Background: an optimization exercise with open tools, aiming at small area. Do not read the settings as production practice. The RTL was checked by simulation tests, not by an equivalence proof against the original design.

// butterfly
module butterfly(clk, rst, mode, a, b, w, c, d);
  input clk;
  input rst;
  input [1:0] mode;
  input [31:0] a, b, w;
  output reg [31:0] c, d;
  ...
Size in the first run: about 4000 cells after synthesis, ~460 flip-flops, ~160 I/O pins, roughly 41000 sq um of cells after synthesis.
export LEC_CHECK = 0
export CAP_MARGIN = 20
export CORE_MARGIN = 2
export CORE_UTILIZATION = 52
export SLEW_MARGIN = 20
export SYNTH_HIERARCHICAL = 1
create_clock -name core_clock -period 10.0 [get_ports {clk}]
standard.sh (not shown) runs the stock make flow with config.mk's settings and CLKGATE_MAP_FILE= SYNTH_SCRIPT=/design/flow/synth_recipe.tcl, a recipe that flattens the netlist after the stock synthesis.
==> flow/flow/run.sh <==
#!/bin/bash
# Own flow: the standard layout (standard.sh), with smaller port buffers and a
# lighter clock tree (no dummy loads). standard.sh's output goes to flow_standard.log in
# this folder; ORFS's per-step logs stay under orfs/logs.
set -euo pipefail
export BUFFER_PORTS_ARGS="-buffer_cell sky130_fd_sc_hd__buf_1"
export CTS_ARGS="-sink_clustering_enable -repair_clock_nets -dont_use_dummy_load -buf_list {sky130_fd_sc_hd__clkbuf_8} -sink_clustering_size 16 -sink_clustering_max_diameter 80"
bash standard.sh > flow_standard.log 2>&1
Next try:
CORE_UTILIZATION = 58   (was 52)
Result:
- The changed run completed without violations
- clock-buffer cell count came out higher by 3
- wire length grows by 5.9%
- via count grows by 3.5%
- global-route usage rose by 5.4 points
- first-iteration DRC count increases by 18%
- sequential share of layout area barely changes
- worst hold slack got worse by 0.051 ns
- setup slack got worse by 0.86 ns
Next try:
CORE_UTILIZATION = 64   (was 58)
What happened: Die area is lower by 9.2%. Hold slack gets worse by 0.026 ns. Non-clock buffer count is lower by 5.
Next try:
==> flow/flow/run.sh (replaced) <==
#!/bin/bash
# Own flow: the standard layout (standard.sh), with smaller port buffers and a
# lighter clock tree (no dummy loads). standard.sh's output goes to flow_standard.log in
# this folder; ORFS's per-step logs stay under orfs/logs.
set -euo pipefail
export BUFFER_PORTS_ARGS="-buffer_cell sky130_fd_sc_hd__buf_1"
export CTS_ARGS="-sink_clustering_enable -repair_clock_nets -dont_use_dummy_load -buf_list {sky130_fd_sc_hd__clkbuf_4}"
bash standard.sh > flow_standard.log 2>&1
CORE_UTILIZATION = 45   (was 64)
Effect: Register-to-register slack improves by 0.096 ns; cell count climbs by 9.3%; synthesized cell count is unchanged; worst setup slack improves by 0.096 ns; final area climbs by 2.3%; core utilization drops by 19 points; die area climbs by 42%; non-clock buffer count climbs by 34; fmax climbs by 1.1%; via count drops by 2.9%.


Starting RTL as in the previous note.
Settings: LEC_CHECK=0, CAP_MARGIN=20, CORE_MARGIN=2, CORE_UTILIZATION=45, SLEW_MARGIN=20, SYNTH_HIERARCHICAL=1; clock period 10.0 ns.
==> flow/flow/run.sh <==
#!/bin/bash
# Own flow: the standard layout (standard.sh), with smaller port buffers and a
# lighter clock tree (no dummy loads). standard.sh's output goes to flow_standard.log in
# this folder; ORFS's per-step logs stay under orfs/logs.
set -euo pipefail
export BUFFER_PORTS_ARGS="-buffer_cell sky130_fd_sc_hd__buf_1"
export CTS_ARGS="-sink_clustering_enable -repair_clock_nets -dont_use_dummy_load -buf_list {sky130_fd_sc_hd__clkbuf_8} -sink_clustering_size 16 -sink_clustering_max_diameter 80"
bash standard.sh > flow_standard.log 2>&1
The baseline passed the timing, DRC and antenna checks.
Next try:
--- a/flow/flow/run.sh
+++ b/flow/flow/run.sh
@@ -6,3 +6,3 @@
 export BUFFER_PORTS_ARGS="-buffer_cell sky130_fd_sc_hd__buf_1"
-export CTS_ARGS="-sink_clustering_enable -repair_clock_nets -dont_use_dummy_load -buf_list {sky130_fd_sc_hd__clkbuf_8} -sink_clustering_size 16 -sink_clustering_max_diameter 80"
+export CTS_ARGS="-sink_clustering_enable -repair_clock_nets -dont_use_dummy_load -buf_list {sky130_fd_sc_hd__clkbuf_8} -sink_clustering_size 20 -sink_clustering_max_diameter 100"
 bash standard.sh > flow_standard.log 2>&1
After rerunning: The changed run went through all stages and came out clean; fmax hardly moves; global-route usage is about the same; hold slack is about the same; setup slack got worse by 5.8 ps; wire length is about the same; clock skew goes up by 24 ps; non-clock buffer count is unchanged; core utilization goes down by 0.11 points; critical path depth is unchanged; cell area barely changes.


butterfly, a different RTL version from the one above (not shown whole).
Size in the first run: about 4,100 cells after synthesis, ~460 flip-flops, ~160 I/O pins, ~43,000 µm² of cells after synthesis.
## butterfly
module butterfly(clk, rst, mode, a, b, w, c, d);
  input clk;
  input rst;
  input [1:0] mode;
  input [31:0] a, b, w;
  output reg [31:0] c, d;
  ...
==> flow/config.mk <==
export PLATFORM = sky130hd
export DESIGN_NAME = butterfly
export DESIGN_NICKNAME = butterfly
export VERILOG_FILES = /design/flow/design.v
export SDC_FILE = /design/flow/constraint.sdc
export NUM_CORES = 4
export LEC_CHECK = 0
export CAP_MARGIN = 20
export CORE_MARGIN = 2
export CORE_UTILIZATION = 45
export SLEW_MARGIN = 20
export SYNTH_HIERARCHICAL = 1
==> flow/constraint.sdc <==
create_clock -name core_clock -period 10.0 [get_ports {clk}]
set_input_delay 2.0000 -clock core_clock [delete_from_list [all_inputs] [get_ports {clk}]]
set_output_delay 2.0000 -clock core_clock [all_outputs]
set_load 0.01 [all_outputs]
==> flow/flow/run.sh <==
#!/bin/bash
# Own flow: the standard layout (standard.sh), with smaller port buffers and a
# lighter clock tree (no dummy loads). standard.sh's output goes to flow_standard.log in
# this folder; ORFS's per-step logs stay under orfs/logs.
set -euo pipefail
export BUFFER_PORTS_ARGS="-buffer_cell sky130_fd_sc_hd__buf_1"
export CTS_ARGS="-sink_clustering_enable -repair_clock_nets -dont_use_dummy_load -buf_list {sky130_fd_sc_hd__clkbuf_4 sky130_fd_sc_hd__clkbuf_8 sky130_fd_sc_hd__clkbuf_16}"
bash standard.sh > flow_standard.log 2>&1
Then changed:
--- a/flow/flow/run.sh
+++ b/flow/flow/run.sh
@@ -6,3 +6,3 @@
 export BUFFER_PORTS_ARGS="-buffer_cell sky130_fd_sc_hd__buf_1"
-export CTS_ARGS="-sink_clustering_enable -repair_clock_nets -dont_use_dummy_load -buf_list {sky130_fd_sc_hd__clkbuf_4 sky130_fd_sc_hd__clkbuf_8 sky130_fd_sc_hd__clkbuf_16}"
+export CTS_ARGS="-sink_clustering_enable -repair_clock_nets -dont_use_dummy_load -buf_list {sky130_fd_sc_hd__clkbuf_8}"
 bash standard.sh > flow_standard.log 2>&1
What happened: Final area decreases slightly; synthesized area does not change.

port drivers added, routing unchanged:
In the flow no input, the clock included, has a driving cell. The finished layouts below were timed again as built, in two steps. Step 1, drivers: a clkbuf_16 drives clk and a buf_2 each remaining input, both assumed. Step 2 moves the port delays by t, midway between the first and last clock arrival at a register: inputs arrive t later, outputs are due t later. That takes back most of the time a late clock gives input paths. a / b / c = no drivers / after step 1 / after step 2; a / b = the first two.
run | shift t [ns] | slack for setup (ns) | slew at the worst register clock pin (ns)
the first run of note 1 | 0.669 | 1.678 / 1.678 / 1.678 | 0.11 / 0.11
the second run of note 1 | 0.691 | 0.821 / 0.821 / 0.821 | 0.11 / 0.11
the third run of note 1 | 0.688 | 1.273 / 1.273 / 1.273 | 0.10 / 0.10
the fourth run of note 1 | 0.925 | 1.369 / 1.369 / 1.369 | 0.07 / 0.07
the first run of note 2 | 0.721 | 1.412 / 1.412 / 1.412 | 0.10 / 0.10
the second run of note 2 | 0.716 | 1.406 / 1.406 / 1.406 | 0.12 / 0.12
the first run of note 3 | 0.677 | 1.824 / 1.824 / 1.824 | 0.06 / 0.06
the second run of note 3 | 0.754 | 1.904 / 1.904 / 1.904 | 0.06 / 0.06
After both steps setup and hold are still met in every run listed.
